Background: an optimization exercise with open tools, aiming at small area and a short achievable clock period. Do not read the settings as production practice. No run shown here included a check of the RTL's function; only the layout flow was run. No activity file was given, so power comes from the tool's default toggle rates.

## flow/design.v

```verilog
module multiplier_int(clk, a, one, two, neg, b, p);
  input clk;
  input [15:0] a;
  input [7:0] one, two, neg;
  input [15:0] b;
  output [31:0] p;
  reg [15:0] a_r;
  reg [7:0] one_r, two_r, neg_r;
  wire pp0_0;
  wire pp0_1;
  wire pp0_2;
  wire pp0_3;
  wire pp0_4;
  wire pp0_5;
  wire pp0_6;
  wire pp0_7;
  wire pp0_8;
  wire pp0_9;
  wire pp0_10;
  wire pp0_11;
  wire pp0_12;
  wire pp0_13;
  wire pp0_14;
  wire pp0_15;
  wire pp0_16;
  wire pp1_0;
  wire pp1_1;
  wire pp1_2;
  wire pp1_3;
  wire pp1_4;
  wire pp1_5;
  wire pp1_6;
  wire pp1_7;
  wire pp1_8;
  wire pp1_9;
  wire pp1_10;
  wire pp1_11;
  wire pp1_12;
  wire pp1_13;
  wire pp1_14;
  wire pp1_15;
  wire pp1_16;
  wire pp2_0;
  wire pp2_1;
  wire pp2_2;
  wire pp2_3;
  wire pp2_4;
  wire pp2_5;
  wire pp2_6;
  wire pp2_7;
  wire pp2_8;
  wire pp2_9;
  wire pp2_10;
  wire pp2_11;
  wire pp2_12;
  wire pp2_13;
  wire pp2_14;
  wire pp2_15;
  wire pp2_16;
  wire pp3_0;
  wire pp3_1;
  wire pp3_2;
  wire pp3_3;
  wire pp3_4;
  wire pp3_5;
  wire pp3_6;
  wire pp3_7;
  wire pp3_8;
  wire pp3_9;
  wire pp3_10;
  wire pp3_11;
  wire pp3_12;
  wire pp3_13;
  wire pp3_14;
  wire pp3_15;
  wire pp3_16;
  wire pp4_0;
  wire pp4_1;
  wire pp4_2;
  wire pp4_3;
  wire pp4_4;
  wire pp4_5;
  wire pp4_6;
  wire pp4_7;
  wire pp4_8;
  wire pp4_9;
  wire pp4_10;
  wire pp4_11;
  wire pp4_12;
  wire pp4_13;
  wire pp4_14;
  wire pp4_15;
  wire pp4_16;
  wire pp5_0;
  wire pp5_1;
  wire pp5_2;
  wire pp5_3;
  wire pp5_4;
  wire pp5_5;
  wire pp5_6;
  wire pp5_7;
  wire pp5_8;
  wire pp5_9;
  wire pp5_10;
  wire pp5_11;
  wire pp5_12;
  wire pp5_13;
  wire pp5_14;
  wire pp5_15;
  wire pp5_16;
  wire pp6_0;
  wire pp6_1;
  wire pp6_2;
  wire pp6_3;
  wire pp6_4;
  wire pp6_5;
  wire pp6_6;
  wire pp6_7;
  wire pp6_8;
  wire pp6_9;
  wire pp6_10;
  wire pp6_11;
  wire pp6_12;
  wire pp6_13;
  wire pp6_14;
  wire pp6_15;
  wire pp6_16;
  wire pp7_0;
  wire pp7_1;
  wire pp7_2;
  wire pp7_3;
  wire pp7_4;
  wire pp7_5;
  wire pp7_6;
  wire pp7_7;
  wire pp7_8;
  wire pp7_9;
  wire pp7_10;
  wire pp7_11;
  wire pp7_12;
  wire pp7_13;
  wire pp7_14;
  wire pp7_15;
  wire pp7_16;
  wire s1;
  wire c2;
  wire s3;
  wire c4;
  wire s5;
  wire c6;
  wire s7;
  wire c8;
  wire s9;
  wire c10;
  wire s11;
  wire c12;
  wire s13;
  wire c14;
  wire s15;
  wire c16;
  wire s17;
  wire c18;
  wire s19;
  wire c20;
  wire s21;
  wire c22;
  wire s23;
  wire c24;
  wire s25;
  wire c26;
  wire s27;
  wire c28;
  wire s29;
  wire c30;
  wire s31;
  wire c32;
  wire s33;
  wire c34;
  wire s35;
  wire c36;
  wire s37;
  wire c38;
  wire s39;
  wire c40;
  wire s41;
  wire c42;
  wire s43;
  wire c44;
  wire s45;
  wire c46;
  wire s47;
  wire c48;
  wire s49;
  wire c50;
  wire s51;
  wire c52;
  wire s53;
  wire c54;
  wire s55;
  wire c56;
  wire s57;
  wire c58;
  wire s59;
  wire c60;
  wire s61;
  wire c62;
  wire s63;
  wire c64;
  wire s65;
  wire c66;
  wire s67;
  wire c68;
  wire s69;
  wire c70;
  wire s71;
  wire c72;
  wire s73;
  wire c74;
  wire s75;
  wire c76;
  wire s77;
  wire c78;
  wire s79;
  wire c80;
  wire s81;
  wire c82;
  wire s83;
  wire c84;
  wire s85;
  wire c86;
  wire s87;
  wire c88;
  wire s89;
  wire c90;
  wire s91;
  wire c92;
  wire s93;
  wire c94;
  wire s95;
  wire c96;
  wire s97;
  wire c98;
  wire s99;
  wire c100;
  wire s101;
  wire c102;
  wire s103;
  wire c104;
  wire s105;
  wire c106;
  wire s107;
  wire c108;
  wire s109;
  wire c110;
  wire s111;
  wire c112;
  wire s113;
  wire c114;
  wire s115;
  wire c116;
  wire s117;
  wire c118;
  wire s119;
  wire c120;
  wire s121;
  wire c122;
  wire s123;
  wire c124;
  wire s125;
  wire c126;
  wire s127;
  wire c128;
  wire s129;
  wire c130;
  wire s131;
  wire c132;
  wire s133;
  wire c134;
  wire s135;
  wire c136;
  wire s137;
  wire c138;
  wire s139;
  wire c140;
  wire s141;
  wire c142;
  wire s143;
  wire c144;
  wire s145;
  wire c146;
  wire s147;
  wire c148;
  wire s149;
  wire c150;
  wire s151;
  wire c152;
  wire s153;
  wire c154;
  wire s155;
  wire c156;
  wire s157;
  wire c158;
  wire s159;
  wire c160;
  wire s161;
  wire c162;
  wire s163;
  wire c164;
  wire s165;
  wire c166;
  wire s167;
  wire c168;
  wire s169;
  wire c170;
  wire s171;
  wire c172;
  wire s173;
  wire c174;
  wire s175;
  wire c176;
  wire s177;
  wire c178;
  wire s179;
  wire c180;
  wire s181;
  wire c182;
  wire s183;
  wire c184;
  wire s185;
  wire c186;
  wire s187;
  wire c188;
  wire s189;
  wire c190;
  wire s191;
  wire c192;
  wire s193;
  wire c194;
  wire s195;
  wire c196;
  wire s197;
  wire c198;
  wire s199;
  wire c200;
  wire s201;
  wire c202;
  wire s203;
  wire c204;
  wire s205;
  wire c206;
  wire s207;
  wire c208;
  wire s209;
  wire c210;
  wire s211;
  wire c212;
  wire s213;
  wire c214;
  wire s215;
  wire c216;
  wire s217;
  wire c218;
  wire s219;
  wire c220;
  wire s221;
  wire c222;
  wire s223;
  wire c224;
  reg t1_0_0;
  reg t1_0_1;
  reg t1_1_0;
  reg t1_2_0;
  reg t1_3_0;
  reg t1_3_1;
  reg t1_3_2;
  reg t1_4_0;
  reg t1_4_1;
  reg t1_4_2;
  reg t1_5_0;
  reg t1_5_1;
  reg t1_5_2;
  reg t1_6_0;
  reg t1_6_1;
  reg t1_6_2;
  reg t1_7_0;
  reg t1_7_1;
  reg t1_7_2;
  reg t1_8_0;
  reg t1_8_1;
  reg t1_8_2;
  reg t1_9_0;
  reg t1_9_1;
  reg t1_9_2;
  reg t1_10_0;
  reg t1_10_1;
  reg t1_10_2;
  reg t1_11_0;
  reg t1_11_1;
  reg t1_11_2;
  reg t1_12_0;
  reg t1_12_1;
  reg t1_12_2;
  reg t1_13_0;
  reg t1_13_1;
  reg t1_13_2;
  reg t1_14_0;
  reg t1_14_1;
  reg t1_14_2;
  reg t1_15_0;
  reg t1_15_1;
  reg t1_15_2;
  reg t1_16_0;
  reg t1_16_1;
  reg t1_16_2;
  reg t1_17_0;
  reg t1_17_1;
  reg t1_17_2;
  reg t1_18_0;
  reg t1_18_1;
  reg t1_18_2;
  reg t1_19_0;
  reg t1_19_1;
  reg t1_19_2;
  reg t1_20_0;
  reg t1_20_1;
  reg t1_20_2;
  reg t1_21_0;
  reg t1_21_1;
  reg t1_21_2;
  reg t1_22_0;
  reg t1_22_1;
  reg t1_22_2;
  reg t1_23_0;
  reg t1_24_0;
  reg t1_24_1;
  reg t1_25_0;
  reg t1_25_1;
  reg t1_26_0;
  reg t1_26_1;
  reg t1_27_0;
  reg t1_27_1;
  reg t1_28_0;
  reg t1_28_1;
  reg t1_29_0;
  reg t1_30_0;
  reg t1_30_1;
  always @(posedge clk) begin
    a_r <= a;
    one_r <= one; two_r <= two; neg_r <= neg;
    t1_0_0 <= neg_r[0];
    t1_0_1 <= pp0_0;
    t1_1_0 <= pp0_1;
    t1_2_0 <= s169;
    t1_3_0 <= pp0_3;
    t1_3_1 <= pp1_1;
    t1_3_2 <= c170;
    t1_4_0 <= pp1_2;
    t1_4_1 <= pp2_0;
    t1_4_2 <= s121;
    t1_5_0 <= pp2_1;
    t1_5_1 <= c122;
    t1_5_2 <= s123;
    t1_6_0 <= c124;
    t1_6_1 <= s49;
    t1_6_2 <= s125;
    t1_7_0 <= s51;
    t1_7_1 <= c126;
    t1_7_2 <= s127;
    t1_8_0 <= s53;
    t1_8_1 <= c128;
    t1_8_2 <= s129;
    t1_9_0 <= s57;
    t1_9_1 <= c130;
    t1_9_2 <= s131;
    t1_10_0 <= c132;
    t1_10_1 <= s63;
    t1_10_2 <= s133;
    t1_11_0 <= s67;
    t1_11_1 <= c134;
    t1_11_2 <= s135;
    t1_12_0 <= s71;
    t1_12_1 <= c136;
    t1_12_2 <= s137;
    t1_13_0 <= s75;
    t1_13_1 <= c138;
    t1_13_2 <= s139;
    t1_14_0 <= s79;
    t1_14_1 <= c140;
    t1_14_2 <= s141;
    t1_15_0 <= s83;
    t1_15_1 <= c142;
    t1_15_2 <= s143;
    t1_16_0 <= s87;
    t1_16_1 <= c144;
    t1_16_2 <= s145;
    t1_17_0 <= s91;
    t1_17_1 <= c146;
    t1_17_2 <= s147;
    t1_18_0 <= s95;
    t1_18_1 <= c148;
    t1_18_2 <= s149;
    t1_19_0 <= s99;
    t1_19_1 <= c150;
    t1_19_2 <= s151;
    t1_20_0 <= s103;
    t1_20_1 <= c152;
    t1_20_2 <= s153;
    t1_21_0 <= s107;
    t1_21_1 <= c154;
    t1_21_2 <= s155;
    t1_22_0 <= c108;
    t1_22_1 <= s157;
    t1_22_2 <= c156;
    t1_23_0 <= s171;
    t1_24_0 <= s173;
    t1_24_1 <= c172;
    t1_25_0 <= c174;
    t1_25_1 <= s175;
    t1_26_0 <= s177;
    t1_26_1 <= c176;
    t1_27_0 <= s179;
    t1_27_1 <= c178;
    t1_28_0 <= s181;
    t1_28_1 <= c180;
    t1_29_0 <= s183;
    t1_30_0 <= pp7_16;
    t1_30_1 <= c184;
  end
  assign pp0_0 = (one_r[0] & a_r[0]) ^ neg_r[0];
  assign pp0_1 = ((one_r[0] & a_r[1]) | (two_r[0] & a_r[0])) ^ neg_r[0];
  assign pp0_2 = ((one_r[0] & a_r[2]) | (two_r[0] & a_r[1])) ^ neg_r[0];
  assign pp0_3 = ((one_r[0] & a_r[3]) | (two_r[0] & a_r[2])) ^ neg_r[0];
  assign pp0_4 = ((one_r[0] & a_r[4]) | (two_r[0] & a_r[3])) ^ neg_r[0];
  assign pp0_5 = ((one_r[0] & a_r[5]) | (two_r[0] & a_r[4])) ^ neg_r[0];
  assign pp0_6 = ((one_r[0] & a_r[6]) | (two_r[0] & a_r[5])) ^ neg_r[0];
  assign pp0_7 = ((one_r[0] & a_r[7]) | (two_r[0] & a_r[6])) ^ neg_r[0];
  assign pp0_8 = ((one_r[0] & a_r[8]) | (two_r[0] & a_r[7])) ^ neg_r[0];
  assign pp0_9 = ((one_r[0] & a_r[9]) | (two_r[0] & a_r[8])) ^ neg_r[0];
  assign pp0_10 = ((one_r[0] & a_r[10]) | (two_r[0] & a_r[9])) ^ neg_r[0];
  assign pp0_11 = ((one_r[0] & a_r[11]) | (two_r[0] & a_r[10])) ^ neg_r[0];
  assign pp0_12 = ((one_r[0] & a_r[12]) | (two_r[0] & a_r[11])) ^ neg_r[0];
  assign pp0_13 = ((one_r[0] & a_r[13]) | (two_r[0] & a_r[12])) ^ neg_r[0];
  assign pp0_14 = ((one_r[0] & a_r[14]) | (two_r[0] & a_r[13])) ^ neg_r[0];
  assign pp0_15 = ((one_r[0] & a_r[15]) | (two_r[0] & a_r[14])) ^ neg_r[0];
  assign pp0_16 = ~(((one_r[0] & a_r[15]) | (two_r[0] & a_r[15])) ^ neg_r[0]);
  assign pp1_0 = (one_r[1] & a_r[0]) ^ neg_r[1];
  assign pp1_1 = ((one_r[1] & a_r[1]) | (two_r[1] & a_r[0])) ^ neg_r[1];
  assign pp1_2 = ((one_r[1] & a_r[2]) | (two_r[1] & a_r[1])) ^ neg_r[1];
  assign pp1_3 = ((one_r[1] & a_r[3]) | (two_r[1] & a_r[2])) ^ neg_r[1];
  assign pp1_4 = ((one_r[1] & a_r[4]) | (two_r[1] & a_r[3])) ^ neg_r[1];
  assign pp1_5 = ((one_r[1] & a_r[5]) | (two_r[1] & a_r[4])) ^ neg_r[1];
  assign pp1_6 = ((one_r[1] & a_r[6]) | (two_r[1] & a_r[5])) ^ neg_r[1];
  assign pp1_7 = ((one_r[1] & a_r[7]) | (two_r[1] & a_r[6])) ^ neg_r[1];
  assign pp1_8 = ((one_r[1] & a_r[8]) | (two_r[1] & a_r[7])) ^ neg_r[1];
  assign pp1_9 = ((one_r[1] & a_r[9]) | (two_r[1] & a_r[8])) ^ neg_r[1];
  assign pp1_10 = ((one_r[1] & a_r[10]) | (two_r[1] & a_r[9])) ^ neg_r[1];
  assign pp1_11 = ((one_r[1] & a_r[11]) | (two_r[1] & a_r[10])) ^ neg_r[1];
  assign pp1_12 = ((one_r[1] & a_r[12]) | (two_r[1] & a_r[11])) ^ neg_r[1];
  assign pp1_13 = ((one_r[1] & a_r[13]) | (two_r[1] & a_r[12])) ^ neg_r[1];
  assign pp1_14 = ((one_r[1] & a_r[14]) | (two_r[1] & a_r[13])) ^ neg_r[1];
  assign pp1_15 = ((one_r[1] & a_r[15]) | (two_r[1] & a_r[14])) ^ neg_r[1];
  assign pp1_16 = ~(((one_r[1] & a_r[15]) | (two_r[1] & a_r[15])) ^ neg_r[1]);
  assign pp2_0 = (one_r[2] & a_r[0]) ^ neg_r[2];
  assign pp2_1 = ((one_r[2] & a_r[1]) | (two_r[2] & a_r[0])) ^ neg_r[2];
  assign pp2_2 = ((one_r[2] & a_r[2]) | (two_r[2] & a_r[1])) ^ neg_r[2];
  assign pp2_3 = ((one_r[2] & a_r[3]) | (two_r[2] & a_r[2])) ^ neg_r[2];
  assign pp2_4 = ((one_r[2] & a_r[4]) | (two_r[2] & a_r[3])) ^ neg_r[2];
  assign pp2_5 = ((one_r[2] & a_r[5]) | (two_r[2] & a_r[4])) ^ neg_r[2];
  assign pp2_6 = ((one_r[2] & a_r[6]) | (two_r[2] & a_r[5])) ^ neg_r[2];
  assign pp2_7 = ((one_r[2] & a_r[7]) | (two_r[2] & a_r[6])) ^ neg_r[2];
  assign pp2_8 = ((one_r[2] & a_r[8]) | (two_r[2] & a_r[7])) ^ neg_r[2];
  assign pp2_9 = ((one_r[2] & a_r[9]) | (two_r[2] & a_r[8])) ^ neg_r[2];
  assign pp2_10 = ((one_r[2] & a_r[10]) | (two_r[2] & a_r[9])) ^ neg_r[2];
  assign pp2_11 = ((one_r[2] & a_r[11]) | (two_r[2] & a_r[10])) ^ neg_r[2];
  assign pp2_12 = ((one_r[2] & a_r[12]) | (two_r[2] & a_r[11])) ^ neg_r[2];
  assign pp2_13 = ((one_r[2] & a_r[13]) | (two_r[2] & a_r[12])) ^ neg_r[2];
  assign pp2_14 = ((one_r[2] & a_r[14]) | (two_r[2] & a_r[13])) ^ neg_r[2];
  assign pp2_15 = ((one_r[2] & a_r[15]) | (two_r[2] & a_r[14])) ^ neg_r[2];
  assign pp2_16 = ~(((one_r[2] & a_r[15]) | (two_r[2] & a_r[15])) ^ neg_r[2]);
  assign pp3_0 = (one_r[3] & a_r[0]) ^ neg_r[3];
  assign pp3_1 = ((one_r[3] & a_r[1]) | (two_r[3] & a_r[0])) ^ neg_r[3];
  assign pp3_2 = ((one_r[3] & a_r[2]) | (two_r[3] & a_r[1])) ^ neg_r[3];
  assign pp3_3 = ((one_r[3] & a_r[3]) | (two_r[3] & a_r[2])) ^ neg_r[3];
  assign pp3_4 = ((one_r[3] & a_r[4]) | (two_r[3] & a_r[3])) ^ neg_r[3];
  assign pp3_5 = ((one_r[3] & a_r[5]) | (two_r[3] & a_r[4])) ^ neg_r[3];
  assign pp3_6 = ((one_r[3] & a_r[6]) | (two_r[3] & a_r[5])) ^ neg_r[3];
  assign pp3_7 = ((one_r[3] & a_r[7]) | (two_r[3] & a_r[6])) ^ neg_r[3];
  assign pp3_8 = ((one_r[3] & a_r[8]) | (two_r[3] & a_r[7])) ^ neg_r[3];
  assign pp3_9 = ((one_r[3] & a_r[9]) | (two_r[3] & a_r[8])) ^ neg_r[3];
  assign pp3_10 = ((one_r[3] & a_r[10]) | (two_r[3] & a_r[9])) ^ neg_r[3];
  assign pp3_11 = ((one_r[3] & a_r[11]) | (two_r[3] & a_r[10])) ^ neg_r[3];
  assign pp3_12 = ((one_r[3] & a_r[12]) | (two_r[3] & a_r[11])) ^ neg_r[3];
  assign pp3_13 = ((one_r[3] & a_r[13]) | (two_r[3] & a_r[12])) ^ neg_r[3];
  assign pp3_14 = ((one_r[3] & a_r[14]) | (two_r[3] & a_r[13])) ^ neg_r[3];
  assign pp3_15 = ((one_r[3] & a_r[15]) | (two_r[3] & a_r[14])) ^ neg_r[3];
  assign pp3_16 = ~(((one_r[3] & a_r[15]) | (two_r[3] & a_r[15])) ^ neg_r[3]);
  assign pp4_0 = (one_r[4] & a_r[0]) ^ neg_r[4];
  assign pp4_1 = ((one_r[4] & a_r[1]) | (two_r[4] & a_r[0])) ^ neg_r[4];
  assign pp4_2 = ((one_r[4] & a_r[2]) | (two_r[4] & a_r[1])) ^ neg_r[4];
  assign pp4_3 = ((one_r[4] & a_r[3]) | (two_r[4] & a_r[2])) ^ neg_r[4];
  assign pp4_4 = ((one_r[4] & a_r[4]) | (two_r[4] & a_r[3])) ^ neg_r[4];
  assign pp4_5 = ((one_r[4] & a_r[5]) | (two_r[4] & a_r[4])) ^ neg_r[4];
  assign pp4_6 = ((one_r[4] & a_r[6]) | (two_r[4] & a_r[5])) ^ neg_r[4];
  assign pp4_7 = ((one_r[4] & a_r[7]) | (two_r[4] & a_r[6])) ^ neg_r[4];
  assign pp4_8 = ((one_r[4] & a_r[8]) | (two_r[4] & a_r[7])) ^ neg_r[4];
  assign pp4_9 = ((one_r[4] & a_r[9]) | (two_r[4] & a_r[8])) ^ neg_r[4];
  assign pp4_10 = ((one_r[4] & a_r[10]) | (two_r[4] & a_r[9])) ^ neg_r[4];
  assign pp4_11 = ((one_r[4] & a_r[11]) | (two_r[4] & a_r[10])) ^ neg_r[4];
  assign pp4_12 = ((one_r[4] & a_r[12]) | (two_r[4] & a_r[11])) ^ neg_r[4];
  assign pp4_13 = ((one_r[4] & a_r[13]) | (two_r[4] & a_r[12])) ^ neg_r[4];
  assign pp4_14 = ((one_r[4] & a_r[14]) | (two_r[4] & a_r[13])) ^ neg_r[4];
  assign pp4_15 = ((one_r[4] & a_r[15]) | (two_r[4] & a_r[14])) ^ neg_r[4];
  assign pp4_16 = ~(((one_r[4] & a_r[15]) | (two_r[4] & a_r[15])) ^ neg_r[4]);
  assign pp5_0 = (one_r[5] & a_r[0]) ^ neg_r[5];
  assign pp5_1 = ((one_r[5] & a_r[1]) | (two_r[5] & a_r[0])) ^ neg_r[5];
  assign pp5_2 = ((one_r[5] & a_r[2]) | (two_r[5] & a_r[1])) ^ neg_r[5];
  assign pp5_3 = ((one_r[5] & a_r[3]) | (two_r[5] & a_r[2])) ^ neg_r[5];
  assign pp5_4 = ((one_r[5] & a_r[4]) | (two_r[5] & a_r[3])) ^ neg_r[5];
  assign pp5_5 = ((one_r[5] & a_r[5]) | (two_r[5] & a_r[4])) ^ neg_r[5];
  assign pp5_6 = ((one_r[5] & a_r[6]) | (two_r[5] & a_r[5])) ^ neg_r[5];
  assign pp5_7 = ((one_r[5] & a_r[7]) | (two_r[5] & a_r[6])) ^ neg_r[5];
  assign pp5_8 = ((one_r[5] & a_r[8]) | (two_r[5] & a_r[7])) ^ neg_r[5];
  assign pp5_9 = ((one_r[5] & a_r[9]) | (two_r[5] & a_r[8])) ^ neg_r[5];
  assign pp5_10 = ((one_r[5] & a_r[10]) | (two_r[5] & a_r[9])) ^ neg_r[5];
  assign pp5_11 = ((one_r[5] & a_r[11]) | (two_r[5] & a_r[10])) ^ neg_r[5];
  assign pp5_12 = ((one_r[5] & a_r[12]) | (two_r[5] & a_r[11])) ^ neg_r[5];
  assign pp5_13 = ((one_r[5] & a_r[13]) | (two_r[5] & a_r[12])) ^ neg_r[5];
  assign pp5_14 = ((one_r[5] & a_r[14]) | (two_r[5] & a_r[13])) ^ neg_r[5];
  assign pp5_15 = ((one_r[5] & a_r[15]) | (two_r[5] & a_r[14])) ^ neg_r[5];
  assign pp5_16 = ~(((one_r[5] & a_r[15]) | (two_r[5] & a_r[15])) ^ neg_r[5]);
  assign pp6_0 = (one_r[6] & a_r[0]) ^ neg_r[6];
  assign pp6_1 = ((one_r[6] & a_r[1]) | (two_r[6] & a_r[0])) ^ neg_r[6];
  assign pp6_2 = ((one_r[6] & a_r[2]) | (two_r[6] & a_r[1])) ^ neg_r[6];
  assign pp6_3 = ((one_r[6] & a_r[3]) | (two_r[6] & a_r[2])) ^ neg_r[6];
  assign pp6_4 = ((one_r[6] & a_r[4]) | (two_r[6] & a_r[3])) ^ neg_r[6];
  assign pp6_5 = ((one_r[6] & a_r[5]) | (two_r[6] & a_r[4])) ^ neg_r[6];
  assign pp6_6 = ((one_r[6] & a_r[6]) | (two_r[6] & a_r[5])) ^ neg_r[6];
  assign pp6_7 = ((one_r[6] & a_r[7]) | (two_r[6] & a_r[6])) ^ neg_r[6];
  assign pp6_8 = ((one_r[6] & a_r[8]) | (two_r[6] & a_r[7])) ^ neg_r[6];
  assign pp6_9 = ((one_r[6] & a_r[9]) | (two_r[6] & a_r[8])) ^ neg_r[6];
  assign pp6_10 = ((one_r[6] & a_r[10]) | (two_r[6] & a_r[9])) ^ neg_r[6];
  assign pp6_11 = ((one_r[6] & a_r[11]) | (two_r[6] & a_r[10])) ^ neg_r[6];
  assign pp6_12 = ((one_r[6] & a_r[12]) | (two_r[6] & a_r[11])) ^ neg_r[6];
  assign pp6_13 = ((one_r[6] & a_r[13]) | (two_r[6] & a_r[12])) ^ neg_r[6];
  assign pp6_14 = ((one_r[6] & a_r[14]) | (two_r[6] & a_r[13])) ^ neg_r[6];
  assign pp6_15 = ((one_r[6] & a_r[15]) | (two_r[6] & a_r[14])) ^ neg_r[6];
  assign pp6_16 = ~(((one_r[6] & a_r[15]) | (two_r[6] & a_r[15])) ^ neg_r[6]);
  assign pp7_0 = (one_r[7] & a_r[0]) ^ neg_r[7];
  assign pp7_1 = ((one_r[7] & a_r[1]) | (two_r[7] & a_r[0])) ^ neg_r[7];
  assign pp7_2 = ((one_r[7] & a_r[2]) | (two_r[7] & a_r[1])) ^ neg_r[7];
  assign pp7_3 = ((one_r[7] & a_r[3]) | (two_r[7] & a_r[2])) ^ neg_r[7];
  assign pp7_4 = ((one_r[7] & a_r[4]) | (two_r[7] & a_r[3])) ^ neg_r[7];
  assign pp7_5 = ((one_r[7] & a_r[5]) | (two_r[7] & a_r[4])) ^ neg_r[7];
  assign pp7_6 = ((one_r[7] & a_r[6]) | (two_r[7] & a_r[5])) ^ neg_r[7];
  assign pp7_7 = ((one_r[7] & a_r[7]) | (two_r[7] & a_r[6])) ^ neg_r[7];
  assign pp7_8 = ((one_r[7] & a_r[8]) | (two_r[7] & a_r[7])) ^ neg_r[7];
  assign pp7_9 = ((one_r[7] & a_r[9]) | (two_r[7] & a_r[8])) ^ neg_r[7];
  assign pp7_10 = ((one_r[7] & a_r[10]) | (two_r[7] & a_r[9])) ^ neg_r[7];
  assign pp7_11 = ((one_r[7] & a_r[11]) | (two_r[7] & a_r[10])) ^ neg_r[7];
  assign pp7_12 = ((one_r[7] & a_r[12]) | (two_r[7] & a_r[11])) ^ neg_r[7];
  assign pp7_13 = ((one_r[7] & a_r[13]) | (two_r[7] & a_r[12])) ^ neg_r[7];
  assign pp7_14 = ((one_r[7] & a_r[14]) | (two_r[7] & a_r[13])) ^ neg_r[7];
  assign pp7_15 = ((one_r[7] & a_r[15]) | (two_r[7] & a_r[14])) ^ neg_r[7];
  assign pp7_16 = ~(((one_r[7] & a_r[15]) | (two_r[7] & a_r[15])) ^ neg_r[7]);
  assign s1 = neg_r[5] ^ pp0_10;
  assign c2 = neg_r[5] & pp0_10;
  assign s3 = pp0_11 ^ pp1_9;
  assign c4 = pp0_11 & pp1_9;
  assign s5 = neg_r[6] ^ pp0_12 ^ pp1_10;
  assign c6 = (neg_r[6] & pp0_12) | (neg_r[6] & pp1_10) | (pp0_12 & pp1_10);
  assign s7 = pp2_8 ^ pp3_6;
  assign c8 = pp2_8 & pp3_6;
  assign s9 = pp0_13 ^ pp1_11 ^ pp2_9;
  assign c10 = (pp0_13 & pp1_11) | (pp0_13 & pp2_9) | (pp1_11 & pp2_9);
  assign s11 = pp3_7 ^ pp4_5;
  assign c12 = pp3_7 & pp4_5;
  assign s13 = neg_r[7] ^ pp0_14 ^ pp1_12;
  assign c14 = (neg_r[7] & pp0_14) | (neg_r[7] & pp1_12) | (pp0_14 & pp1_12);
  assign s15 = pp2_10 ^ pp3_8 ^ pp4_6;
  assign c16 = (pp2_10 & pp3_8) | (pp2_10 & pp4_6) | (pp3_8 & pp4_6);
  assign s17 = pp5_4 ^ pp6_2;
  assign c18 = pp5_4 & pp6_2;
  assign s19 = pp0_15 ^ pp1_13 ^ pp2_11;
  assign c20 = (pp0_15 & pp1_13) | (pp0_15 & pp2_11) | (pp1_13 & pp2_11);
  assign s21 = pp3_9 ^ pp4_7 ^ pp5_5;
  assign c22 = (pp3_9 & pp4_7) | (pp3_9 & pp5_5) | (pp4_7 & pp5_5);
  assign s23 = pp6_3 ^ pp7_1;
  assign c24 = pp6_3 & pp7_1;
  assign s25 = 1'b1 ^ pp0_16 ^ pp1_14;
  assign c26 = (1'b1 & pp0_16) | (1'b1 & pp1_14) | (pp0_16 & pp1_14);
  assign s27 = pp2_12 ^ pp3_10 ^ pp4_8;
  assign c28 = (pp2_12 & pp3_10) | (pp2_12 & pp4_8) | (pp3_10 & pp4_8);
  assign s29 = pp5_6 ^ pp6_4 ^ pp7_2;
  assign c30 = (pp5_6 & pp6_4) | (pp5_6 & pp7_2) | (pp6_4 & pp7_2);
  assign s31 = 1'b1 ^ pp1_15 ^ pp2_13;
  assign c32 = (1'b1 & pp1_15) | (1'b1 & pp2_13) | (pp1_15 & pp2_13);
  assign s33 = pp3_11 ^ pp4_9 ^ pp5_7;
  assign c34 = (pp3_11 & pp4_9) | (pp3_11 & pp5_7) | (pp4_9 & pp5_7);
  assign s35 = pp6_5 ^ pp7_3;
  assign c36 = pp6_5 & pp7_3;
  assign s37 = pp1_16 ^ pp2_14 ^ pp3_12;
  assign c38 = (pp1_16 & pp2_14) | (pp1_16 & pp3_12) | (pp2_14 & pp3_12);
  assign s39 = pp4_10 ^ pp5_8 ^ pp6_6;
  assign c40 = (pp4_10 & pp5_8) | (pp4_10 & pp6_6) | (pp5_8 & pp6_6);
  assign s41 = 1'b1 ^ pp2_15 ^ pp3_13;
  assign c42 = (1'b1 & pp2_15) | (1'b1 & pp3_13) | (pp2_15 & pp3_13);
  assign s43 = pp4_11 ^ pp5_9;
  assign c44 = pp4_11 & pp5_9;
  assign s45 = pp2_16 ^ pp3_14 ^ pp4_12;
  assign c46 = (pp2_16 & pp3_14) | (pp2_16 & pp4_12) | (pp3_14 & pp4_12);
  assign s47 = 1'b1 ^ pp3_15;
  assign c48 = 1'b1 & pp3_15;
  assign s49 = neg_r[3] ^ pp0_6;
  assign c50 = neg_r[3] & pp0_6;
  assign s51 = pp0_7 ^ pp1_5;
  assign c52 = pp0_7 & pp1_5;
  assign s53 = neg_r[4] ^ pp0_8 ^ pp1_6;
  assign c54 = (neg_r[4] & pp0_8) | (neg_r[4] & pp1_6) | (pp0_8 & pp1_6);
  assign s55 = pp2_4 ^ pp3_2;
  assign c56 = pp2_4 & pp3_2;
  assign s57 = pp0_9 ^ pp1_7 ^ pp2_5;
  assign c58 = (pp0_9 & pp1_7) | (pp0_9 & pp2_5) | (pp1_7 & pp2_5);
  assign s59 = pp3_3 ^ pp4_1;
  assign c60 = pp3_3 & pp4_1;
  assign s61 = pp1_8 ^ pp2_6 ^ pp3_4;
  assign c62 = (pp1_8 & pp2_6) | (pp1_8 & pp3_4) | (pp2_6 & pp3_4);
  assign s63 = pp4_2 ^ pp5_0 ^ s1;
  assign c64 = (pp4_2 & pp5_0) | (pp4_2 & s1) | (pp5_0 & s1);
  assign s65 = pp2_7 ^ pp3_5 ^ pp4_3;
  assign c66 = (pp2_7 & pp3_5) | (pp2_7 & pp4_3) | (pp3_5 & pp4_3);
  assign s67 = pp5_1 ^ c2 ^ s3;
  assign c68 = (pp5_1 & c2) | (pp5_1 & s3) | (c2 & s3);
  assign s69 = pp4_4 ^ pp5_2 ^ pp6_0;
  assign c70 = (pp4_4 & pp5_2) | (pp4_4 & pp6_0) | (pp5_2 & pp6_0);
  assign s71 = c4 ^ s7 ^ s5;
  assign c72 = (c4 & s7) | (c4 & s5) | (s7 & s5);
  assign s73 = pp5_3 ^ pp6_1 ^ c8;
  assign c74 = (pp5_3 & pp6_1) | (pp5_3 & c8) | (pp6_1 & c8);
  assign s75 = s11 ^ c6 ^ s9;
  assign c76 = (s11 & c6) | (s11 & s9) | (c6 & s9);
  assign s77 = pp7_0 ^ c12 ^ s17;
  assign c78 = (pp7_0 & c12) | (pp7_0 & s17) | (c12 & s17);
  assign s79 = c10 ^ s13 ^ s15;
  assign c80 = (c10 & s13) | (c10 & s15) | (s13 & s15);
  assign s81 = c18 ^ s23 ^ c14;
  assign c82 = (c18 & s23) | (c18 & c14) | (s23 & c14);
  assign s83 = c16 ^ s19 ^ s21;
  assign c84 = (c16 & s19) | (c16 & s21) | (s19 & s21);
  assign s85 = c24 ^ c20 ^ c22;
  assign c86 = (c24 & c20) | (c24 & c22) | (c20 & c22);
  assign s87 = s25 ^ s27 ^ s29;
  assign c88 = (s25 & s27) | (s25 & s29) | (s27 & s29);
  assign s89 = s35 ^ c26 ^ c28;
  assign c90 = (s35 & c26) | (s35 & c28) | (c26 & c28);
  assign s91 = c30 ^ s31 ^ s33;
  assign c92 = (c30 & s31) | (c30 & s33) | (s31 & s33);
  assign s93 = pp7_4 ^ c36 ^ c32;
  assign c94 = (pp7_4 & c36) | (pp7_4 & c32) | (c36 & c32);
  assign s95 = c34 ^ s37 ^ s39;
  assign c96 = (c34 & s37) | (c34 & s39) | (s37 & s39);
  assign s97 = pp6_7 ^ pp7_5 ^ s43;
  assign c98 = (pp6_7 & pp7_5) | (pp6_7 & s43) | (pp7_5 & s43);
  assign s99 = c38 ^ c40 ^ s41;
  assign c100 = (c38 & c40) | (c38 & s41) | (c40 & s41);
  assign s101 = pp5_10 ^ pp6_8 ^ pp7_6;
  assign c102 = (pp5_10 & pp6_8) | (pp5_10 & pp7_6) | (pp6_8 & pp7_6);
  assign s103 = c44 ^ c42 ^ s45;
  assign c104 = (c44 & c42) | (c44 & s45) | (c42 & s45);
  assign s105 = pp4_13 ^ pp5_11 ^ pp6_9;
  assign c106 = (pp4_13 & pp5_11) | (pp4_13 & pp6_9) | (pp5_11 & pp6_9);
  assign s107 = pp7_7 ^ s47 ^ c46;
  assign c108 = (pp7_7 & s47) | (pp7_7 & c46) | (s47 & c46);
  assign s109 = pp3_16 ^ pp4_14 ^ pp5_12;
  assign c110 = (pp3_16 & pp4_14) | (pp3_16 & pp5_12) | (pp4_14 & pp5_12);
  assign s111 = pp6_10 ^ pp7_8 ^ c48;
  assign c112 = (pp6_10 & pp7_8) | (pp6_10 & c48) | (pp7_8 & c48);
  assign s113 = 1'b1 ^ pp4_15 ^ pp5_13;
  assign c114 = (1'b1 & pp4_15) | (1'b1 & pp5_13) | (pp4_15 & pp5_13);
  assign s115 = pp6_11 ^ pp7_9;
  assign c116 = pp6_11 & pp7_9;
  assign s117 = pp4_16 ^ pp5_14 ^ pp6_12;
  assign c118 = (pp4_16 & pp5_14) | (pp4_16 & pp6_12) | (pp5_14 & pp6_12);
  assign s119 = 1'b1 ^ pp5_15;
  assign c120 = 1'b1 & pp5_15;
  assign s121 = neg_r[2] ^ pp0_4;
  assign c122 = neg_r[2] & pp0_4;
  assign s123 = pp0_5 ^ pp1_3;
  assign c124 = pp0_5 & pp1_3;
  assign s125 = pp1_4 ^ pp2_2 ^ pp3_0;
  assign c126 = (pp1_4 & pp2_2) | (pp1_4 & pp3_0) | (pp2_2 & pp3_0);
  assign s127 = pp2_3 ^ pp3_1 ^ c50;
  assign c128 = (pp2_3 & pp3_1) | (pp2_3 & c50) | (pp3_1 & c50);
  assign s129 = pp4_0 ^ c52 ^ s55;
  assign c130 = (pp4_0 & c52) | (pp4_0 & s55) | (c52 & s55);
  assign s131 = c56 ^ s59 ^ c54;
  assign c132 = (c56 & s59) | (c56 & c54) | (s59 & c54);
  assign s133 = c60 ^ c58 ^ s61;
  assign c134 = (c60 & c58) | (c60 & s61) | (c58 & s61);
  assign s135 = c62 ^ s65 ^ c64;
  assign c136 = (c62 & s65) | (c62 & c64) | (s65 & c64);
  assign s137 = c66 ^ s69 ^ c68;
  assign c138 = (c66 & s69) | (c66 & c68) | (s69 & c68);
  assign s139 = c70 ^ s73 ^ c72;
  assign c140 = (c70 & s73) | (c70 & c72) | (s73 & c72);
  assign s141 = c74 ^ s77 ^ c76;
  assign c142 = (c74 & s77) | (c74 & c76) | (s77 & c76);
  assign s143 = c78 ^ c80 ^ s81;
  assign c144 = (c78 & c80) | (c78 & s81) | (c80 & s81);
  assign s145 = c82 ^ c84 ^ s85;
  assign c146 = (c82 & c84) | (c82 & s85) | (c84 & s85);
  assign s147 = c86 ^ c88 ^ s89;
  assign c148 = (c86 & c88) | (c86 & s89) | (c88 & s89);
  assign s149 = c90 ^ c92 ^ s93;
  assign c150 = (c90 & c92) | (c90 & s93) | (c92 & s93);
  assign s151 = c94 ^ s97 ^ c96;
  assign c152 = (c94 & s97) | (c94 & c96) | (s97 & c96);
  assign s153 = s101 ^ c98 ^ c100;
  assign c154 = (s101 & c98) | (s101 & c100) | (c98 & c100);
  assign s155 = c102 ^ s105 ^ c104;
  assign c156 = (c102 & s105) | (c102 & c104) | (s105 & c104);
  assign s157 = c106 ^ s109 ^ s111;
  assign c158 = (c106 & s109) | (c106 & s111) | (s109 & s111);
  assign s159 = s115 ^ c110 ^ s113;
  assign c160 = (s115 & c110) | (s115 & s113) | (c110 & s113);
  assign s161 = pp7_10 ^ c116 ^ c114;
  assign c162 = (pp7_10 & c116) | (pp7_10 & c114) | (c116 & c114);
  assign s163 = pp6_13 ^ pp7_11 ^ s119;
  assign c164 = (pp6_13 & pp7_11) | (pp6_13 & s119) | (pp7_11 & s119);
  assign s165 = pp5_16 ^ pp6_14 ^ pp7_12;
  assign c166 = (pp5_16 & pp6_14) | (pp5_16 & pp7_12) | (pp6_14 & pp7_12);
  assign s167 = 1'b1 ^ pp6_15;
  assign c168 = 1'b1 & pp6_15;
  assign s169 = neg_r[1] ^ pp0_2 ^ pp1_0;
  assign c170 = (neg_r[1] & pp0_2) | (neg_r[1] & pp1_0) | (pp0_2 & pp1_0);
  assign s171 = c112 ^ s159 ^ c158;
  assign c172 = (c112 & s159) | (c112 & c158) | (s159 & c158);
  assign s173 = s117 ^ c160 ^ s161;
  assign c174 = (s117 & c160) | (s117 & s161) | (c160 & s161);
  assign s175 = c118 ^ c162 ^ s163;
  assign c176 = (c118 & c162) | (c118 & s163) | (c162 & s163);
  assign s177 = c120 ^ s165 ^ c164;
  assign c178 = (c120 & s165) | (c120 & c164) | (s165 & c164);
  assign s179 = pp7_13 ^ s167 ^ c166;
  assign c180 = (pp7_13 & s167) | (pp7_13 & c166) | (s167 & c166);
  assign s181 = pp6_16 ^ pp7_14 ^ c168;
  assign c182 = (pp6_16 & pp7_14) | (pp6_16 & c168) | (pp7_14 & c168);
  assign s183 = 1'b1 ^ pp7_15 ^ c182;
  assign c184 = (1'b1 & pp7_15) | (1'b1 & c182) | (pp7_15 & c182);
  assign s185 = t1_3_0 ^ t1_3_1;
  assign c186 = t1_3_0 & t1_3_1;
  assign s187 = t1_4_0 ^ t1_4_1 ^ t1_4_2;
  assign c188 = (t1_4_0 & t1_4_1) | (t1_4_0 & t1_4_2) | (t1_4_1 & t1_4_2);
  assign s189 = t1_5_0 ^ t1_5_1 ^ t1_5_2;
  assign c190 = (t1_5_0 & t1_5_1) | (t1_5_0 & t1_5_2) | (t1_5_1 & t1_5_2);
  assign s191 = t1_6_0 ^ t1_6_1 ^ t1_6_2;
  assign c192 = (t1_6_0 & t1_6_1) | (t1_6_0 & t1_6_2) | (t1_6_1 & t1_6_2);
  assign s193 = t1_7_0 ^ t1_7_1 ^ t1_7_2;
  assign c194 = (t1_7_0 & t1_7_1) | (t1_7_0 & t1_7_2) | (t1_7_1 & t1_7_2);
  assign s195 = t1_8_0 ^ t1_8_1 ^ t1_8_2;
  assign c196 = (t1_8_0 & t1_8_1) | (t1_8_0 & t1_8_2) | (t1_8_1 & t1_8_2);
  assign s197 = t1_9_0 ^ t1_9_1 ^ t1_9_2;
  assign c198 = (t1_9_0 & t1_9_1) | (t1_9_0 & t1_9_2) | (t1_9_1 & t1_9_2);
  assign s199 = t1_10_0 ^ t1_10_1 ^ t1_10_2;
  assign c200 = (t1_10_0 & t1_10_1) | (t1_10_0 & t1_10_2) | (t1_10_1 & t1_10_2);
  assign s201 = t1_11_0 ^ t1_11_1 ^ t1_11_2;
  assign c202 = (t1_11_0 & t1_11_1) | (t1_11_0 & t1_11_2) | (t1_11_1 & t1_11_2);
  assign s203 = t1_12_0 ^ t1_12_1 ^ t1_12_2;
  assign c204 = (t1_12_0 & t1_12_1) | (t1_12_0 & t1_12_2) | (t1_12_1 & t1_12_2);
  assign s205 = t1_13_0 ^ t1_13_1 ^ t1_13_2;
  assign c206 = (t1_13_0 & t1_13_1) | (t1_13_0 & t1_13_2) | (t1_13_1 & t1_13_2);
  assign s207 = t1_14_0 ^ t1_14_1 ^ t1_14_2;
  assign c208 = (t1_14_0 & t1_14_1) | (t1_14_0 & t1_14_2) | (t1_14_1 & t1_14_2);
  assign s209 = t1_15_0 ^ t1_15_1 ^ t1_15_2;
  assign c210 = (t1_15_0 & t1_15_1) | (t1_15_0 & t1_15_2) | (t1_15_1 & t1_15_2);
  assign s211 = t1_16_0 ^ t1_16_1 ^ t1_16_2;
  assign c212 = (t1_16_0 & t1_16_1) | (t1_16_0 & t1_16_2) | (t1_16_1 & t1_16_2);
  assign s213 = t1_17_0 ^ t1_17_1 ^ t1_17_2;
  assign c214 = (t1_17_0 & t1_17_1) | (t1_17_0 & t1_17_2) | (t1_17_1 & t1_17_2);
  assign s215 = t1_18_0 ^ t1_18_1 ^ t1_18_2;
  assign c216 = (t1_18_0 & t1_18_1) | (t1_18_0 & t1_18_2) | (t1_18_1 & t1_18_2);
  assign s217 = t1_19_0 ^ t1_19_1 ^ t1_19_2;
  assign c218 = (t1_19_0 & t1_19_1) | (t1_19_0 & t1_19_2) | (t1_19_1 & t1_19_2);
  assign s219 = t1_20_0 ^ t1_20_1 ^ t1_20_2;
  assign c220 = (t1_20_0 & t1_20_1) | (t1_20_0 & t1_20_2) | (t1_20_1 & t1_20_2);
  assign s221 = t1_21_0 ^ t1_21_1 ^ t1_21_2;
  assign c222 = (t1_21_0 & t1_21_1) | (t1_21_0 & t1_21_2) | (t1_21_1 & t1_21_2);
  assign s223 = t1_22_0 ^ t1_22_1 ^ t1_22_2;
  assign c224 = (t1_22_0 & t1_22_1) | (t1_22_0 & t1_22_2) | (t1_22_1 & t1_22_2);
  wire [31:0] rowA = {1'b1, t1_30_0, t1_29_0, t1_28_0, t1_27_0, t1_26_0, t1_25_0, t1_24_0, t1_23_0, s223, s221, s219, s217, s215, s213, s211, s209, s207, s205, s203, s201, s199, s197, s195, s193, s191, s189, s187, s185, t1_2_0, t1_1_0, t1_0_0};
  wire [31:0] rowB = {1'b0, t1_30_1, 1'b0, t1_28_1, t1_27_1, t1_26_1, t1_25_1, t1_24_1, c224, c222, c220, c218, c216, c214, c212, c210, c208, c206, c204, c202, c200, c198, c196, c194, c192, c190, c188, c186, t1_3_2, 1'b0, 1'b0, t1_0_1};
  assign p = rowA + rowB;
endmodule
module multiply_accumulate(
  clk,
  aresetn,
  reset,
  data,
  multi,
  result,
  overflow
);
  parameter I_OPP_W = 16;
  parameter O_OPP_W = 2 * I_OPP_W;
  input clk;
  input aresetn;
  input reset;
  input [I_OPP_W - 1:0] data;
  input [I_OPP_W - 1:0] multi;
  output reg [O_OPP_W - 1:0] result;
  output reg overflow;
  wire [16:0] bx = {multi, 1'b0};
  wire [7:0] one, two, neg;
  genvar g;
  generate for (g = 0; g < 8; g = g + 1) begin : enc
    assign one[g] = bx[2*g+1] ^ bx[2*g];
    assign two[g] = (bx[2*g+2] & ~bx[2*g+1] & ~bx[2*g]) | (~bx[2*g+2] & bx[2*g+1] & bx[2*g]);
    assign neg[g] = bx[2*g+2];
  end endgenerate
  wire [31:0] prod;
  multiplier_int u0(.clk(clk), .a(data), .one(one), .two(two), .neg(neg), .b(multi), .p(prod));
  localparam ND = 15;
  reg [30:0] pd [0:ND-2];
  integer i;
  always @(posedge clk) begin
    pd[0] <= prod[30:0];
    for (i = 1; i < ND - 1; i = i + 1)
      pd[i] <= pd[i-1];
  end
  wire [30:0] pp = pd[ND-2];
  wire [31:0] pfull = {pp[30] & (|pp[29:0]), pp};
  reg [4:0] cnt;
  reg [31:0] q;
  always @(posedge clk, negedge aresetn) begin
    if (aresetn == 0) begin
      cnt <= 0;
      q <= 0;
    end else begin
      if (cnt != 5'd16)
        cnt <= cnt + 5'd1;
      q <= (cnt == 5'd16) ? pfull : 32'd0;
    end
  end
  always @(posedge clk, negedge aresetn) begin
    if (aresetn == 0) begin
      result <= 0;
      overflow <= 0;
    end else if (reset == 1) begin
      result <= 0;
      overflow <= 0;
    end else begin
      result <= result + q;
      overflow <= result[O_OPP_W - 1] ^ q[31];
    end
  end
endmodule
```

## flow/flow/run.sh

```bash
#!/bin/bash
export BUFFER_PORTS_ARGS="-buffer_cell sky130_fd_sc_hd__buf_1"
bash standard.sh > standard.log 2>&1
```

## flow/standard.sh

```bash
#!/bin/bash
# synth_recipe.tcl (not shown) runs the flow's synth.tcl, then flattens the netlist and writes it again
# the make line also repeats each setting of config.mk as NAME=value (left out here)
make -C /OpenROAD-flow-scripts/flow DESIGN_CONFIG=/design/flow/config.mk WORK_HOME=/design/flow/orfs CLKGATE_MAP_FILE= SYNTH_SCRIPT=/design/flow/synth_recipe.tcl "${@:-finish}"
```

## flow/config.mk

```make
export PLATFORM = sky130hd
export DESIGN_NAME = multiply_accumulate
export DESIGN_NICKNAME = multiply_accumulate
export VERILOG_FILES = /design/flow/design.v
export SDC_FILE = /design/flow/constraint.sdc
export NUM_CORES = 4
export LEC_CHECK = 0
export CAP_MARGIN = 20
export CORE_MARGIN = 2
export CORE_UTILIZATION = 65
export CTS_BUF_LIST = sky130_fd_sc_hd__clkbuf_8
export CTS_CLUSTER_DIAMETER = 60
export CTS_CLUSTER_SIZE = 15
export SETUP_SLACK_MARGIN = 2.2
export SLEW_MARGIN = 20
export TNS_END_PERCENT = 0
```

## flow/constraint.sdc

```tcl
create_clock -name core_clock -period 4.5 [get_ports {clk}]
set_input_delay 0.9000 -clock core_clock [delete_from_list [all_inputs] [get_ports {clk}]]
set_output_delay 0.9000 -clock core_clock [all_outputs]
set_load 0.01 [all_outputs]
```

==> results of run 1 <==
## power groups by stage
stage          clock network, mW  logic, mW  registers (mW)
3_3_place_gp                   0       7.28            8.98
4_1_cts                     2.90       7.59            9.00
5_1_grt                     3.11       8.67            9.22
2_1_floorplan                  0       5.83            8.79
3_5_place_dp                   0       7.37            9.12
6_report                    2.78       7.76            8.95
## routing by layer
layer / wire length, microns / vias to the layer above / global-route usage [%] / share of wire (%)
met4: 1050 / 0 / 8.03 / 3.0
met3: 1800 / 85 / 3.44 / 5.2
met5: 0 / - / 0 / 0
li1: - / 5833 / - / -
met1: 14400 / 5675 / 24.7 / 42
met2: 17100 / 342 / 37.1 / 50
## worst min path at each step
stage | to | startpoint | slack (ps)
2_1_floorplan | pd[10][0]$_DFF_P_ | pd[9][0]$_DFF_P_ | 310
3_3_place_gp | pd[8][27]$_DFF_P_ | pd[7][27]$_DFF_P_ | 310
3_5_place_dp | pd[11][14]$_DFF_P_ | pd[10][14]$_DFF_P_ | 310
4_1_cts | pd[10][17]$_DFF_P_ | pd[9][17]$_DFF_P_ | 320
5_1_grt | pd[12][8]$_DFF_P_ | pd[11][8]$_DFF_P_ | 320
6_report | pd[12][20]$_DFF_P_ | pd[11][20]$_DFF_P_ | 320
## cell type report
cell class / instances / area [sq um]
clock buffers: 53 / 729
clock inverters: 19 / 143
fillers: 2340 / 9430
inverters: 70 / 263
multi-input cells: 938 / 8200
flip-flops and latches: 622 / 12800
well taps: 442 / 553
repair buffers: 86 / 395
## what timing repair did
action | CTS | global route
setup endpoints to repair | 81 | 91
buffers inserted | 6 | 3
resized for setup | 14 | 25
pin swaps | 9 | 11
## per-stage QoR
| stage | area [sq um] | total power, mW | hold WS, ps | util (%) |
|---|---|---|---|---|
| after floorplan | 21500 | 14.6 | 310 | - |
| after global placement | 22100 | 16.3 | 309 | 67.8 |
| after detailed placement | 22100 | 16.5 | 312 | 67.8 |
| after CTS | 23000 | 19.5 | 320 | 70.8 |
| after global routing | 23100 | 21.0 | 323 | 71.0 |
| final | 23100 | 19.5 | 317 | 71.0 |
## worst max-delay path: stages, from the launching register on
cell and delay (ps):
dfxtp_2 330, fa_1 570, ha_4 230, and2_4 170, a221oi_4 270, o21ai_2 120, a41o_4 320, o31a_4 330
a31oi_4 210, xnor2_1 140
## synth_stat cells, drive strengths merged, types with 3 or more instances
cell and n:
nand2 59, o21bai 5, inv 70, clkbuf 86, dfrtp 70, ha 82, a211o 3, o211ai 8
fa 88, xnor2 141, nand2b 10, o21a 10, nor3 12, buf 3, a21o 30, xor2 55
and2 36, and3 9, nand4b 3, o21ai 47, nand4 11, a31oi 9, nor4 7, nand3b 9
mux2 6, a211oi 8, nand3 10, dfxtp 552, nor2b 11, a221oi 4, a22oi 120, nor2 56
a21boi 5, a21oi 59
## flip-flops by register name, indices dropped and copies added, names as in the netlist, 5 cells and up
name	flops
q	32
result	32
u0.a_r	16
u0.neg_r	8
cnt	5
u0.two_r	8
pd	434
u0.one_r	8
## logic make-up after synthesis
group	count (synthesis)	synth area share [%]
flip-flops	622	59.7
AO/OA/AOI/OAI	323	10.4
AND/OR/NAND/NOR	243	5.81
XOR/XNOR	196	8.00
adder cells (fa/ha/maj)	170	13.0
buffers and inverters	159	2.78
multiplexers	6	0.332
==> run summary, run 1 <==
outcome=finished clean; Worst-path clk slew=90 ps; area of the core=0.0325 sq mm; crit path time final=2780 ps; Post-synth EDFFs=0; commonest non-fill, non-tap cells in the layout=dfxtp_1, xnor2_1, a22oi_1; CTS tree=yes; Die X=186 microns; DP HPWL=24300 microns; Routed wire per std cell=15.4 microns; Final GP Congestion=0.854; Tcrit/Tclk final=61.8%; Fin Setup TNS=0 ps; crit path from=u0.t1_5_0$_DFF_P_; final cell count without fillers=2230; Root Buffer=clkbuf_8; sequential share of power=45.9%; Max FO, Critical Path=5; Clock Path Buffers=3; clock power share=14.3%; Switching Power=6.84 mW; R2R Setup Slk=1720 ps; largest net degree at the start of global routing=40; maximum level of the CTS H-tree=2; crit path capture=pd[0][22]$_DFF_P_; Crit path arrival time=3300 ps; Yosys top cell area share=51.5%; Area Overhead vs Synth=7.68%; Unique masters post-synth=62; post-synthesis sequential area ratio=59.7%; max-cap violations=0; #FFs+latches synth=622; initial antenna violation count=0; Worst Hold Path Cells=0; Post-Syn Area per Cell=12.5 sq um; Leakage Power=9.70 nW; Int Power=12.6 mW; CP Launch Type=flip-flop; DIE AREA=0.0345 sq mm; Slew Limit Fails=0; dpl cells=2149; Cells after Synth=1719; Initial DRC Count=604; CTS Hold Bufs=0; Initial Utilization=66.0%; vias in the first global route=12000; I/O pins=68; Fmax=0.360 GHz; Setup CP Type=reg -> reg; RSZ-0062 raised after global routing=yes; CP Capture Type=flip-flop; cts bufs inserted=51; DRC=0; first-pass GRT wire length=57400 microns; syn nets=1924; ANT cells=0; Net count, final=1974; Yosys warning total=3; die height=186 microns; port buffer count=67; GR Overflow Total=0; power density over the cells=843 mW/mm^2; switching fraction of total power=35.1%; Comb pwr share=39.8%; cell taking the most area after synthesis=dfxtp_1; Global Route Usage Sum=20.6%; required time of the critical path=5020 ps; Rows=66; Critical R2R Capture=pd[0][22]$_DFF_P_; ys async rst share=11.3%; worst-skew pair later-pin latency=600 ps; worst reg-to-reg path cell count=9; Total Routed Length=34300 microns; Final setup viols=0; final setup skew=24.2 ps; Clock Sinks=622; ANT nets after route=0; Worst R2R Start=u0.t1_5_0$_DFF_P_; most area-consuming cells after synthesis=dfxtp_1, fa_1, dfrtp_1; Via-to-Cell Ratio=5.35; Slew headroom=48.7%; final worst slack=1720 ps; Final Hold Fails=0; Peak VDD IR=0.000381 V; Initial DRT Pass Iterations=5; most common cell after layout, fill and taps aside=dfxtp_1; Post-Place Worst Slack=1600 ps; Synth Flop Type=dfxtp_1; vias after detailed routing=11900; mapped cell area=0.0215 sq mm; Hold Path Class=reg -> reg; Worst Max-Slew Pin Slew=768 ps; share of layout cells above drive strength 1=8.11%
==> run 2, diff against run 1 <==
--- a/flow/config.mk
+++ b/flow/config.mk
@@ -13,4 +13,4 @@
 export CTS_CLUSTER_SIZE = 15
 export SETUP_SLACK_MARGIN = 2.2
 export SLEW_MARGIN = 20
-export TNS_END_PERCENT = 0
+export TNS_END_PERCENT = 5
==> run 2 against run 1 <==
Power increased by 1.5%. Synthesized cell count did not move. Still clean on timing, DRC and antenna. Clock-buffer cell count decreased by 1. Sequential cell count stayed put. Area after synthesis unchanged. Clock power grew 3%. Worst hold slack worse by 6.2 ps. First-iteration DRC count is 3.8% higher. Die area did not move. Critical path depth is 1 higher.
==> run summary, run 2 <==
outcome=finished clean (unchanged); CTS Hold Bufs=0 (unchanged); crit path time final=2790 ps (was 2780 ps); Fin Setup TNS=0 ps (unchanged); Crit path arrival time=3260 ps (was 3300 ps); commonest non-fill, non-tap cells in the layout=dfxtp_1, xnor2_1, a22oi_1 (unchanged); Peak VDD IR=0.000364 V (was 0.000381 V); I/O pins=68 (unchanged); Global Route Usage Sum=21.4% (was 20.6%); Via-to-Cell Ratio=5.40 (was 5.35); most area-consuming cells after synthesis=dfxtp_1, fa_1, dfrtp_1 (unchanged); Root Buffer=clkbuf_8 (unchanged); maximum level of the CTS H-tree=2 (unchanged); post-synthesis sequential area ratio=59.7% (unchanged); Initial DRC Count=627 (was 604); Post-Place Worst Slack=1620 ps (was 1600 ps); final cell count without fillers=2305 (was 2230); initial antenna violation count=0 (unchanged); Commonest cells post-synth=dfxtp_1, xnor2_1, a22oi_1 (unchanged); Setup CP Type=reg -> reg (unchanged); vias after detailed routing=12400 (was 11900); cts bufs inserted=50 (was 51); Routed wire per std cell=16.5 microns (was 15.4 microns); Synth Flop Type=dfxtp_1 (unchanged); Yosys top cell area share=51.5% (unchanged); Total Routed Length=38100 microns (was 34300 microns); share of layout cells above drive strength 1=14.7% (was 8.11%); vias in the first global route=12300 (was 12000); CP Capture Type=flip-flop (unchanged); Slowest cell on crit path=dfrtp_1 (was fa_1); DP HPWL=24600 microns (was 24300 microns); Slew headroom=37.5% (was 48.7%); dpl cells=2149 (unchanged); Worst Max-Slew Pin Slew=938 ps (was 768 ps); Net count, final=2050 (was 1974); Initial DRT Pass Iterations=5 (unchanged); Tcrit/Tclk final=62.0% (was 61.8%); Final GP Congestion=0.909 (was 0.854); mapped cell area=0.0215 sq mm (unchanged); CP Launch Type=flip-flop (unchanged); Clock Path Buffers=3 (unchanged); R2R Setup Slk=1710 ps (was 1720 ps); crit path from=result[0]$_DFF_PN0_ (was u0.t1_5_0$_DFF_P_); Cells after Synth=1719 (unchanged); hold path startpoint=pd[4][17]$_DFF_P_ (was pd[11][20]$_DFF_P_); Area Overhead vs Synth=12.3% (was 7.68%); count leader, synth=dfxtp_1 (unchanged); required time of the critical path=4970 ps (was 5020 ps); worst path cell trace=ha_4 -> fa_2 -> a21o_1 -> a221oi_4 -> a21oi_4 -> buf_12 -> o21ai_4 -> o21ai_4 -> a31oi_1 -> mux2_2 (was fa_1 -> ha_4 -> and2_4 -> a221oi_4 -> o21ai_2 -> a41o_4 -> o31a_4 -> a31oi_4 -> xnor2_1); Initial Utilization=66.0% (unchanged); Fmax=0.359 GHz (was 0.360 GHz); Rows=66 (unchanged); crit-path max cell delay=420 ps (was 570 ps); RSZ-0062 raised after global routing=yes (unchanged); port buffer count=67 (unchanged); #FFs+latches synth=622 (unchanged); Final Hold Fails=0 (unchanged); area of the core=0.0325 sq mm (unchanged); hold slack=311 ps (was 317 ps); first-pass GRT wire length=59000 microns (was 57400 microns); Post-Syn Area per Cell=12.5 sq um (unchanged); largest net degree at the start of global routing=43 (was 40); ANT cells=0 (unchanged); Yosys warning total=3 (unchanged); ANT nets after route=0 (unchanged); Worst-path clk slew=90 ps (about the same); max reg flops=434 (unchanged); layout filler cell count=2184 (was 2340); power density over the cells=821 mW/mm^2 (was 843 mW/mm^2); Unique masters post-synth=62 (unchanged); Clock Sinks=622 (unchanged); CTS tree=yes (unchanged); Die X=186 microns (unchanged); Post-synth EDFFs=0 (unchanged); biggest regs=pd: 434 flops, q: 32 flops, result: 32 flops (unchanged); Worst R2R Start=result[0]$_DFF_PN0_ (was u0.t1_5_0$_DFF_P_); DIE AREA=0.0345 sq mm (unchanged); max-cap violations=0 (unchanged); most common cell after layout, fill and taps aside=dfxtp_1 (unchanged); Crit path top cell by count=o21ai_4; worst-skew pair later-pin latency=600 ps (about the same); syn nets=1924 (unchanged); Slew Limit Fails=0 (unchanged); final setup skew=23.4 ps (was 24.2 ps); cell taking the most area after synthesis=dfxtp_1 (unchanged); Max FO, Critical Path=3 (was 5); final worst slack=1710 ps (was 1720 ps); Final setup viols=0 (unchanged); ys async rst share=11.3% (unchanged); Biggest register=pd (unchanged); Hold Path Class=reg -> reg (unchanged); GR Overflow Total=0 (unchanged); DRC=0 (unchanged); die height=186 microns (unchanged); Leakage Power=10.1 nW (was 9.70 nW)
==> run 2: metrics by stage <==
stage                     cell area, sq um  util [%]  total power [mW]
after floorplan                      21800         -              14.7
after global placement               22100      67.9              16.2
after detailed placement             22100      67.9              16.5
after CTS                            23200      71.4              19.7
after global routing                 24100      74.0              21.3
final                                24100      74.0              19.8
==> run 2: path summary, 6_finish.rpt <==
kind,to,cells past startpoint
max,result[26]$_DFF_PN0_,10
min,pd[5][17]$_DFF_P_,0
max reg2reg,result[26]$_DFF_PN0_,10
min reg2reg,pd[5][17]$_DFF_P_,0
max in group asynchronous,q[23]$_DFF_PN0_,2
min in group asynchronous,q[5]$_DFF_PN0_,1
==> run 2: cell families after synthesis <==
logic type / synth area share, %
AOI/OAI and AO/OA: 10.4
adders and majority gates: 13.0
muxes: 0.332
DFF: 59.7
xor gates and xnor gates: 8.00
buffers and inverters: 2.78
and+or+nand+nor: 5.81
==> run 2: critical path, delay by kind of cell (launching register included) <==
| family | cells | cell delay (ps) |
|---|---|---|
| adders and majority gates | 2 | 510 |
| AOI/OAI and AO/OA | 6 | 1200 |
| buffers and inverters | 1 | 160 |
| DFF | 1 | 420 |
| muxes | 1 | 370 |
==> run 2: cell type report <==
class                   instances  area, sq um  share of cell area, %
well taps                     442          553                   2.30
repair buffers                163         1010                   4.21
inverters                      70          263                   1.09
flip-flops and latches        622        12900                   53.7
multi-input cells             938         8420                   35.0
clock inverters                18          186                  0.774
clock buffers                  52          716                   2.97
==> run 2: repair_timing <==
item | 4_1_cts | 5_1_grt
setup endpoints to repair | 83 | 91
pin swaps | 21 | 21
buffers inserted | 13 | 73
gates cloned | 0 | 0
resized for setup | 27 | 107
==> run 2: metal layers <==
layer / track usage, % / wire length, microns / vias up
li1: - / - / 5994
met3: 3.58 / 2370 / 153
met4: 9.17 / 2050 / 0
met5: 0 / 0 / -
met1: 25.2 / 15100 / 5818
met2: 38.6 / 18600 / 482
==> run 2: report_power, final <==
group	internal, mW	switching, mW	leakage, nW
logic	3.52	4.47	4.13
registers	8.13	0.802	5.53
clock network	1.20	1.65	0.482
total	12.8	6.93	10.1
==> run 3, diff against run 2 <==
==> flow/flow/run.sh (replaced) <==
#!/bin/bash
# The standard layout (standard.sh), with these changes to how it is made:
# - synthesis runs flow/synth.tcl: the standard flow's synthesis script, with ABC mapping
#   the logic for delay (flow/abc_delay.script);
# - Yosys does not map full/half adders to the library's fa/ha cells
#   (ADDER_MAP_FILE empty), so ABC maps that logic too;
# - port buffers are sky130_fd_sc_hd__buf_1, the smallest buffer.
export MY_FLOW_DIR=$PWD/flow
bash standard.sh "SYNTH_SCRIPT=$PWD/flow/synth.tcl" "ADDER_MAP_FILE=" \
  "BUFFER_PORTS_ARGS=-buffer_cell sky130_fd_sc_hd__buf_1" finish > standard.log 2>&1
==> flow/flow/abc_delay.script (new file) <==
&get -n
&st
&dch
&nf -D 1500
&put
buffer -c
topo
stime -c
upsize -c -D 1500
dnsize -c -D 1500
==> flow/flow/synth.tcl (new file) <==
# The standard flow's synthesis script (synth_recipe.tcl, which runs ORFS's synth.tcl) with
# one change: ABC maps the combinational logic with flow/abc_delay.script, a
# delay-driven script, instead of ORFS's abc_speed.script.  Registers are
# mapped before ABC runs and are not changed by it.
proc abc {args} {
  set i [lsearch -exact $args -script]
  if {$i >= 0} {
    set args [lreplace $args [expr {$i + 1}] [expr {$i + 1}] $::env(MY_FLOW_DIR)/abc_delay.script]
  }
  puts "flow/synth.tcl: abc $args"
  yosys abc {*}$args
}
source $::env(MY_FLOW_DIR)/../synth_recipe.tcl
--- a/flow/config.mk
+++ b/flow/config.mk
@@ -13,4 +13,4 @@
 export CTS_CLUSTER_SIZE = 15
 export SETUP_SLACK_MARGIN = 2.2
 export SLEW_MARGIN = 20
-export TNS_END_PERCENT = 5
+export TNS_END_PERCENT = 0
==> run 3 against run 2 <==
Still clean on timing, DRC and antenna. First-iteration DRC count grew 36%. Worst setup slack improved by 260 ps. Area after synthesis rose by 3.6%. Clock power rose by 2%. Sequential share of layout area fell by 0.61 points. Critical endpoint is now pd[0][30]$_DFF_P_. Highest routed layer unchanged.
==> run summary, run 3 <==
Die X=189 microns (was 186 microns); Total Routed Length=46300 microns (was 38100 microns); max reg flops=434 (unchanged); Peak VDD IR=0.000451 V (was 0.000364 V); layout filler cell count=2407 (was 2184); Worst R2R Start=u0.t1_11_1$_DFF_P_ (was result[0]$_DFF_PN0_); Unique masters post-synth=56 (was 62); worst-skew pair later-pin latency=660 ps (was 600 ps); cell family with most CP delay=compound AO/OA/AOI/OAI gates (unchanged); largest net degree at the start of global routing=44 (was 43); Cells after Synth=2020 (was 1719); crit-path max cell delay=490 ps (was 420 ps); Initial DRC Count=855 (was 627); hold path startpoint=pd[1][15]$_DFF_P_ (was pd[4][17]$_DFF_P_); worst path cell trace=xor3_1 -> xnor2_2 -> o21ai_0 -> a2bb2oi_2 -> o221ai_4 -> a211o_1 -> xnor2_2 (was ha_4 -> fa_2 -> a21o_1 -> a221oi_4 -> a21oi_4 -> buf_12 -> o21ai_4 -> o21ai_4 -> a31oi_1 -> mux2_2); DIE AREA=0.0357 sq mm (was 0.0345 sq mm); Fin Setup TNS=0 ps (unchanged); Layout Utilization=72.0% (was 74.0%); Initial Utilization=66.1% (was 66.0%); Setup CP Type=reg -> reg (unchanged); die height=189 microns (was 186 microns); Final GP Congestion=0.926 (was 0.909); Tcrit/Tclk final=56.2% (was 62.0%); Slew Limit Fails=0 (unchanged); Final Hold Fails=0 (unchanged); Worst Max-Slew Pin Slew=944 ps (was 938 ps); first-pass GRT wire length=74000 microns (was 59000 microns); #FFs+latches synth=622 (unchanged); outcome=finished clean (unchanged); Biggest register=pd (unchanged); Yosys top cell area share=49.7% (was 51.5%); ys async rst share=11.3% (unchanged); R2R Setup Slk=1970 ps (was 1710 ps); I/O pins=68 (unchanged); required time of the critical path=5020 ps (was 4970 ps); vias after detailed routing=14400 (was 12400); ANT nets after route=0 (unchanged); RSZ-0062 raised after global routing=yes (unchanged); initial antenna violation count=0 (unchanged); DP HPWL=32200 microns (was 24600 microns); ANT cells=0 (unchanged); Leakage Power=9.30 nW (was 10.1 nW); Crit path top cell by count=xnor2_2 (was o21ai_4); WP buf/inv=0 (was 1); Net count, final=2111 (was 2050); Hold Path Class=reg -> reg (unchanged); CP Launch Type=flip-flop (unchanged); maximum level of the CTS H-tree=2 (unchanged); Global Route Usage Sum=26.2% (was 21.4%)
## run 3: changes by cell type in the layout (fill, tap and decap cells not counted), sizes merged, moves of 72 or more
cell / previous run / this run
buf: 156 / 84
xnor2: 141 / 294
nor2: 56 / 172
nand2: 59 / 153
ha: 82 / 0
fa: 88 / 0
## run 3: final timing paths
kind	to	cells past startpoint
setup / recovery	pd[0][30]$_DFF_P_	7
hold / removal	pd[2][15]$_DFF_P_	0
setup reg to reg	pd[0][30]$_DFF_P_	7
hold reg to reg	pd[2][15]$_DFF_P_	0
max in group asynchronous	q[24]$_DFF_PN0_	2
min in group asynchronous	result[17]$_DFF_PN0_	1
## run 3: cell type report
type / instances / area [sq um] / area share (%)
inverter: 7 / 26.3 / 0.109
clock buffer: 54 / 743 / 3.07
sequential: 622 / 12800 / 53.1
clock inverter: 20 / 163 / 0.672
multi-input combinational: 1309 / 9460 / 39.1
timing repair buffer: 85 / 400 / 1.65
tap: 448 / 561 / 2.32
## run 3: timing repair
action | 4_1_cts | 5_1_grt
pin swaps | 19 | 0
setup endpoints to repair | 59 | 60
buffers inserted | 14 | 0
resized for setup | 92 | 8
## run 3: logic make-up (layout without fill, tap and decap cells)
group	count (synthesis)	count (layout)	synth area share, %
fa+ha+maj	57	57	2.57
buf+inv	89	166	1.65
compound gates	390	390	11.4
mux	1	1	0.0507
simple gates	458	458	9.14
xor+xnor	403	403	17.6
flops	622	622	57.6
## run 3: per-stage QoR
step	power [mW]	hold WS, ps	setup WS [ps]	instance area, sq um
after floorplan	15.5	310	2300	22200
after global placement	17.6	310	1750	22700
after detailed placement	17.8	312	1730	22700
after CTS	21.8	290	2100	24200
after global routing	23.3	287	1880	24200
final	21.9	297	1970	24200
## run 3: report_power, final
| part | switching [mW] | internal, mW | total [mW] |
|---|---|---|---|
| Combinational | 5.82 | 3.92 | 9.74 |
| Sequential | 1.14 | 8.15 | 9.28 |
| Clock | 1.72 | 1.19 | 2.91 |
| Total | 8.68 | 13.3 | 21.9 |
## run 3: routing by layer
metal  global-route usage [%]  wire, microns
met5                        0              0
met2                     47.2          23400
met1                     30.1          18600
met4                     13.2           2200
met3                     4.11           2050

Check on run 3: ideal ports give 1.969 ns setup slack; a clkbuf_16 on the clock port and buf_2 on the inputs give 1.969 ns; moving port delays by the midpoint clock arrival (0.681 ns) as well gives 1.969 ns.
